From an optimization exercise on the open Yosys and OpenROAD flow, aimed at a short achievable clock period and few clock cycles; shortcuts taken in it are not production practice.
Function not checked in this run: the RTL went through the layout flow alone.
Power figures rest on the tool's default switching activity, not on a simulated workload.

File: flow/design.v
module CPUTop(
  input         clock,
  input         reset,
  input         run,
  output        done,
  output [15:0] imem_addr,
  input  [31:0] imem_rdata,
  output [15:0] dmem_addr,
  input  [31:0] dmem_rdata,
  output        dmem_we,
  output [31:0] dmem_wdata
);
  localparam [5:0] OP_JR=6'b000100, OP_JEQ=6'b000101, OP_JLT=6'b000110,
                   OP_LI=6'b001000, OP_SD=6'b001001, OP_LD=6'b001010, OP_ADDI=6'b010000,
                   OP_ADD=6'b010001, OP_SUB=6'b010010, OP_MULT=6'b100000, OP_END=6'b111111;
  reg        e1_end, e1_wen, e1_jr, e1_jeq, e1_jlt, e1_as, e1_sub, e1_mul, e1_li, e1_ld;
  reg [4:0]  e1_a;
  reg [15:0] e1_imm;
  reg [31:0] e1_ra, e1_rb, e1_op2;    
  reg        e2_wen, e2_jr, e2_jeq, e2_jlt, e2_as, e2_sub, e2_mul, e2_li, e2_ld;
  reg        e2_chb, e2_chc;          
  reg [4:0]  e2_a;
  reg [15:0] e2_imm;
  reg [31:0] e2_ra, e2_rb, e2_op2;
  reg        m_sd, m_s2, m_cha, m_chd;
  reg [15:0] m_addr;
  reg [31:0] m_data;
  reg [31:0] mul_x, mul_y;
  reg [15:0] npc, npc1, t1p1, t2p1;
  wire taken1 = e1_jr | (e1_jeq & (e1_ra == e1_rb)) | (e1_jlt & (e1_ra < e1_rb));
  wire taken2 = e2_jr | (e2_jeq & (e2_ra == e2_rb)) | (e2_jlt & (e2_ra < e2_rb));
  assign imem_addr = taken1 ? e1_imm : taken2 ? e2_imm : npc;
  wire [15:0] q    = taken1 ? t1p1   : taken2 ? t2p1   : npc1;
  wire [31:0] sum1 = e1_rb + e1_op2 + {31'h0, e1_sub};
  wire [31:0] b2   = e2_chb ? sum1 : e2_rb;
  wire [31:0] c2   = e2_chc ? (sum1 ^ {32{e2_sub}}) : e2_op2;
  wire [31:0] sum2 = b2 + c2 + {31'h0, e2_sub};
  wire [31:0] prod = mul_x * mul_y;
  reg [31:0] res1, res2;
  always @(*) begin
    res1 = 32'h0;
    if (e1_as)  res1 = sum1;
    if (e1_mul) res1 = prod;
    if (e1_li)  res1 = {16'h0, e1_imm};
    if (e1_ld)  res1 = dmem_rdata;
    res2 = 32'h0;
    if (e2_as)  res2 = sum2;
    if (e2_mul) res2 = prod;
    if (e2_li)  res2 = {16'h0, e2_imm};
    if (e2_ld)  res2 = dmem_rdata;
  end
  assign dmem_addr  = m_cha ? sum1[15:0] : m_addr;
  assign dmem_wdata = m_chd ? sum1 : m_data;
  assign dmem_we    = m_sd & ~(m_s2 & taken1) & run & ~reset;
  assign done       = e1_end;
  wire act = run & ~reset;
  wire adv = act & ~e1_end;
  wire w1  = act & e1_wen;
  wire w2n = e2_wen & ~taken1;
  wire w2  = act & w2n;
  reg [31:0] regs [0:31];
  integer i;
  always @(posedge clock) begin
    for (i = 0; i < 32; i = i + 1) begin
      if (w2 && e2_a == i[4:0]) regs[i] <= res2;
      else if (w1 && e1_a == i[4:0]) regs[i] <= res1;
    end
  end
  function [31:0] rd(input [4:0] f);
    if (w2n && e2_a == f) rd = res2;
    else if (e1_wen && e1_a == f) rd = res1;
    else rd = regs[f];
  endfunction
  reg [63:0] cv;
  reg [9:0]  ct [0:63];
  reg [31:0] cd [0:63];
  wire [15:0] p = imem_addr;
  always @(posedge clock) begin
    if (reset) cv <= 64'h0;
    else if (adv) cv[p[5:0]] <= 1'b1;
  end
  always @(posedge clock) begin
    if (adv) begin
      ct[p[5:0]] <= p[15:6];
      cd[p[5:0]] <= imem_rdata;
    end
  end
  wire [31:0] i1 = imem_rdata;
  wire [31:0] i2 = cd[q[5:0]];
  wire hit = cv[q[5:0]] & (ct[q[5:0]] == q[15:6]);
  wire [5:0] o1 = i1[31:26], o2 = i2[31:26];
  wire [4:0] a1 = i1[25:21], b1f = i1[20:16], c1 = i1[15:11];
  wire [4:0] a2 = i2[25:21], b2f = i2[20:16], c2f = i2[15:11];
  wire i1_sd = o1 == OP_SD, i1_ld = o1 == OP_LD, i1_end = o1 == OP_END, i1_jr = o1 == OP_JR;
  wire i1_mul = o1 == OP_MULT, i1_sub = o1 == OP_SUB;
  wire i1_as = (o1 == OP_ADD) | (o1 == OP_ADDI) | i1_sub;
  wire i1_imm = (o1 == OP_ADDI) | (o1 == OP_LI);
  wire i1_wen = i1_ld | ((o1[5] | o1[4] | o1[3]) & ~i1_sd & ~i1_end);
  wire i2_sd = o2 == OP_SD, i2_ld = o2 == OP_LD, i2_end = o2 == OP_END;
  wire i2_mul = o2 == OP_MULT, i2_sub = o2 == OP_SUB;
  wire i2_as = (o2 == OP_ADD) | (o2 == OP_ADDI) | i2_sub;
  wire i2_imm = (o2 == OP_ADDI) | (o2 == OP_LI);
  wire i2_wen = i2_ld | ((o2[5] | o2[4] | o2[3]) & ~i2_sd & ~i2_end);
  wire i2_br  = (o2 == OP_JEQ) | (o2 == OP_JLT);
  wire i2_rr  = (o2 == OP_ADD) | i2_sub | i2_mul;       
  wire u2_a = i2_br | i2_sd;
  wire u2_b = i2_br | i2_sd | i2_ld | i2_rr | (o2 == OP_ADDI);
  wire u2_c = i2_rr;
  wire d_a = i1_wen & (a1 == a2)  & u2_a;
  wire d_b = i1_wen & (a1 == b2f) & u2_b;
  wire d_c = i1_wen & (a1 == c2f) & u2_c;
  wire ok_a = ~d_a | (i1_as & i2_sd);
  wire ok_b = ~d_b | (i1_as & ~i2_br & ~i2_mul);
  wire ok_c = ~d_c | (i1_as & ~i2_mul);
  wire pair = hit & ~i1_jr & ~i1_end & ~i2_end & ~((i1_sd | i1_ld) & (i2_sd | i2_ld)) &
              ~(i1_mul & i2_mul) & ok_a & ok_b & ok_c;
  wire [31:0] va1 = rd(a1), vb1 = rd(b1f), vc1 = rd(c1);
  wire [31:0] va2 = rd(a2), vb2 = rd(b2f), vc2 = rd(c2f);
  wire [31:0] op2_1 = (i1_imm ? {16'h0, i1[15:0]} : vc1) ^ {32{i1_sub}};
  wire [31:0] op2_2 = (i2_imm ? {16'h0, i2[15:0]} : vc2) ^ {32{i2_sub}};
  always @(posedge clock) begin
    if (reset) begin
      e1_end <= 1'b0; e1_wen <= 1'b0; e1_jr <= 1'b0; e1_jeq <= 1'b0; e1_jlt <= 1'b0;
      e2_wen <= 1'b0; e2_jr <= 1'b0; e2_jeq <= 1'b0; e2_jlt <= 1'b0;
      m_sd <= 1'b0;
      npc <= 16'h0;
      npc1 <= 16'h1;
    end else if (adv) begin
      e1_end <= i1_end;
      e1_wen <= i1_wen;
      e1_jr  <= i1_jr;
      e1_jeq <= o1 == OP_JEQ;
      e1_jlt <= o1 == OP_JLT;
      e2_wen <= pair & i2_wen;
      e2_jr  <= pair & (o2 == OP_JR);
      e2_jeq <= pair & (o2 == OP_JEQ);
      e2_jlt <= pair & (o2 == OP_JLT);
      m_sd   <= i1_sd | (pair & i2_sd);
      npc    <= p + (pair ? 16'h2 : 16'h1);
      npc1   <= p + (pair ? 16'h3 : 16'h2);
    end
  end
  always @(posedge clock) begin
    if (adv) begin
      e1_as  <= i1_as;
      e1_sub <= i1_sub;
      e1_mul <= i1_mul;
      e1_li  <= o1 == OP_LI;
      e1_ld  <= i1_ld;
      e1_a   <= a1;
      e1_imm <= i1[15:0];
      e1_ra  <= va1;
      e1_rb  <= vb1;
      e1_op2 <= op2_1;
      t1p1   <= i1[15:0] + 16'h1;
      e2_as  <= i2_as;
      e2_sub <= i2_sub;
      e2_mul <= i2_mul;
      e2_li  <= o2 == OP_LI;
      e2_ld  <= i2_ld;
      e2_chb <= d_b;
      e2_chc <= d_c;
      e2_a   <= a2;
      e2_imm <= i2[15:0];
      e2_ra  <= va2;
      e2_rb  <= vb2;
      e2_op2 <= op2_2;
      t2p1   <= i2[15:0] + 16'h1;
      m_s2   <= ~(i1_sd | i1_ld);
      m_cha  <= ~(i1_sd | i1_ld) & d_b;
      m_chd  <= ~(i1_sd | i1_ld) & d_a;
      m_addr <= (i1_sd | i1_ld) ? vb1[15:0] : vb2[15:0];
      m_data <= (i1_sd | i1_ld) ? va1 : va2;
      mul_x  <= i1_mul ? vb1 : vb2;
      mul_y  <= i1_mul ? vc1 : vc2;
    end
  end
endmodule
File: flow/flow/run.sh
#!/bin/bash
# The standard layout, with the resizer asked to leave 10 ns of setup slack
# at the design's 17.5 ns clock (the SDC is unchanged).
set -euo pipefail
bash standard.sh SETUP_SLACK_MARGIN=10 finish > standard.log 2>&1
File: flow/standard.sh
#!/bin/bash
# synth_recipe.tcl (not shown) runs the flow's synth.tcl, then flattens the netlist and writes it again
# the make line also repeats each setting of config.mk as NAME=value (left out here)
make -C /OpenROAD-flow-scripts/flow DESIGN_CONFIG=/design/flow/config.mk WORK_HOME=/design/flow/orfs CLKGATE_MAP_FILE= SYNTH_SCRIPT=/design/flow/synth_recipe.tcl "${@:-finish}"
File: flow/config.mk
export PLATFORM = sky130hd
export DESIGN_NAME = CPUTop
export DESIGN_NICKNAME = CPUTop
export VERILOG_FILES = /design/flow/design.v
export SDC_FILE = /design/flow/constraint.sdc
export NUM_CORES = 4
export LEC_CHECK = 0
export ABC_CLOCK_PERIOD_IN_PS = 6000
export CAP_MARGIN = 20
export CORE_MARGIN = 2
export CORE_UTILIZATION = 40
export SETUP_SLACK_MARGIN = 5
export SLEW_MARGIN = 20
File: flow/constraint.sdc
create_clock -name core_clock -period 17.5 [get_ports {clock}]
set_input_delay 3.5000 -clock core_clock [delete_from_list [all_inputs] [get_ports {clock}]]
set_output_delay 3.5000 -clock core_clock [all_outputs]
set_load 0.01 [all_outputs]
==> results.txt <==
-- stage by stage --
stage	worst slack (ps)	area, um^2	util [%]	power [mW]
after global placement	4884	250300	42.71	65.66
after CTS	8517	303000	51.69	133.4
after detailed placement	5614	250700	42.77	66.39
after floorplan	9625	236400	-	53.18
-- repair_timing --
item	4_1_cts
buffers inserted	1454
hold buffers	0
pin swaps	637
gates cloned	314
gates resized for setup	3716
setup endpoints to repair	2062
-- cell families after synthesis --
logic type / count (synthesis) / synth area share, %
buf+inv: 2746 / 4.977
compound gates: 6516 / 20.04
fa+ha+maj: 670 / 4.876
mux: 441 / 1.949
flops: 4211 / 53.24
simple gates: 6888 / 13.59
xor+xnor: 355 / 1.326
-- metal layers --
| layer | overflow | GRT usage (%) |
|---|---|---|
| met1 | 0 | 72.79 |
| met2 | 1 | 80.54 |
| met3 | 4 | 60.86 |
| met4 | 3 | 62.35 |
| met5 | 1 | 47.58 |
-- Yosys cell counts, drive strengths merged (281+ instances only) --
cell and number:
a211oi 395, mux2i 310, xnor2 281, nor2 1602
o21ai 543, nand3 753, buf 755, a311oi 326
fa 413, and3 571, inv 737, a22o 800
a21oi 1518, a221oi 803, clkbuf 1251, nand4 480
edfxtp 4105, a22oi 1123, nand2 2652
-- power groups by stage --
stage | registers, mW | logic, mW | clock network, mW
3_5_place_dp | 13.9 | 52.4 | 0
3_3_place_gp | 13.9 | 51.7 | 0
4_1_cts | 14.5 | 109 | 9.90
2_1_floorplan | 15.2 | 38.0 | 0
-- how the worst max path moves through the flow --
stage,to,slack [ps],depth (start not counted)
CTS,dmem_wdata[30],8520,22
detailed placement,m_data[9],5610,29
global placement,mul_x[23],4880,24
floorplan,cd[57][0],9630,7
==> results.txt <==
status=aborted with a tool error; Failed at=global routing (5_1_grt); error message=[ERROR GRT-0116] Global routing finished with congestion. Check the congestion regions in the DRC Viewer.; root buffer cell=clkbuf_16; average size of a mapped cell=10.79 um^2; H-Tree Depth=5; die height=roughly 770 um; placed instance count=around 29000; number of port buffers=132; first-pass GRT wire length=2741 mm; Overflow after GRT=9; asr flop ratio synth=0%; die width=771.3 um; TritonCTS buffer count=between 400 and 500; largest net degree at the start of global routing=83; Yosys reg bits=~4200; starting density of the core=approximately two fifths; Syn. warnings=2; Synth cell types=around 130; FP Rows=between 200 and 300; top_reg_cell synth=edfxtp_1; DPL Wire Length=1080 mm; area share of the largest cell type after synthesis=52.34%; Post-synth EDFFs=between 4000 and 5000; CTS sink cnt=4211; Cells after Synth=approximately 22000; vias in the first global route=249600; routability cong.=~1.2; ranking of synthesized cells by area=edfxtp_1 52%, nand2_1 4.2%, a22oi_1 3.6%, fa_1 3.5%, a21oi_1 3.2%; Synth Cell Area=between 0.2 and 0.25 mm^2; GRT Util Overall=~70%; Ports=133; sequential cell area fraction in the yosys report=a little over half; net count after synthesis=around 23000; cell type with the largest total area after synthesis=edfxtp_1; Longest Clk Path Bufs=4
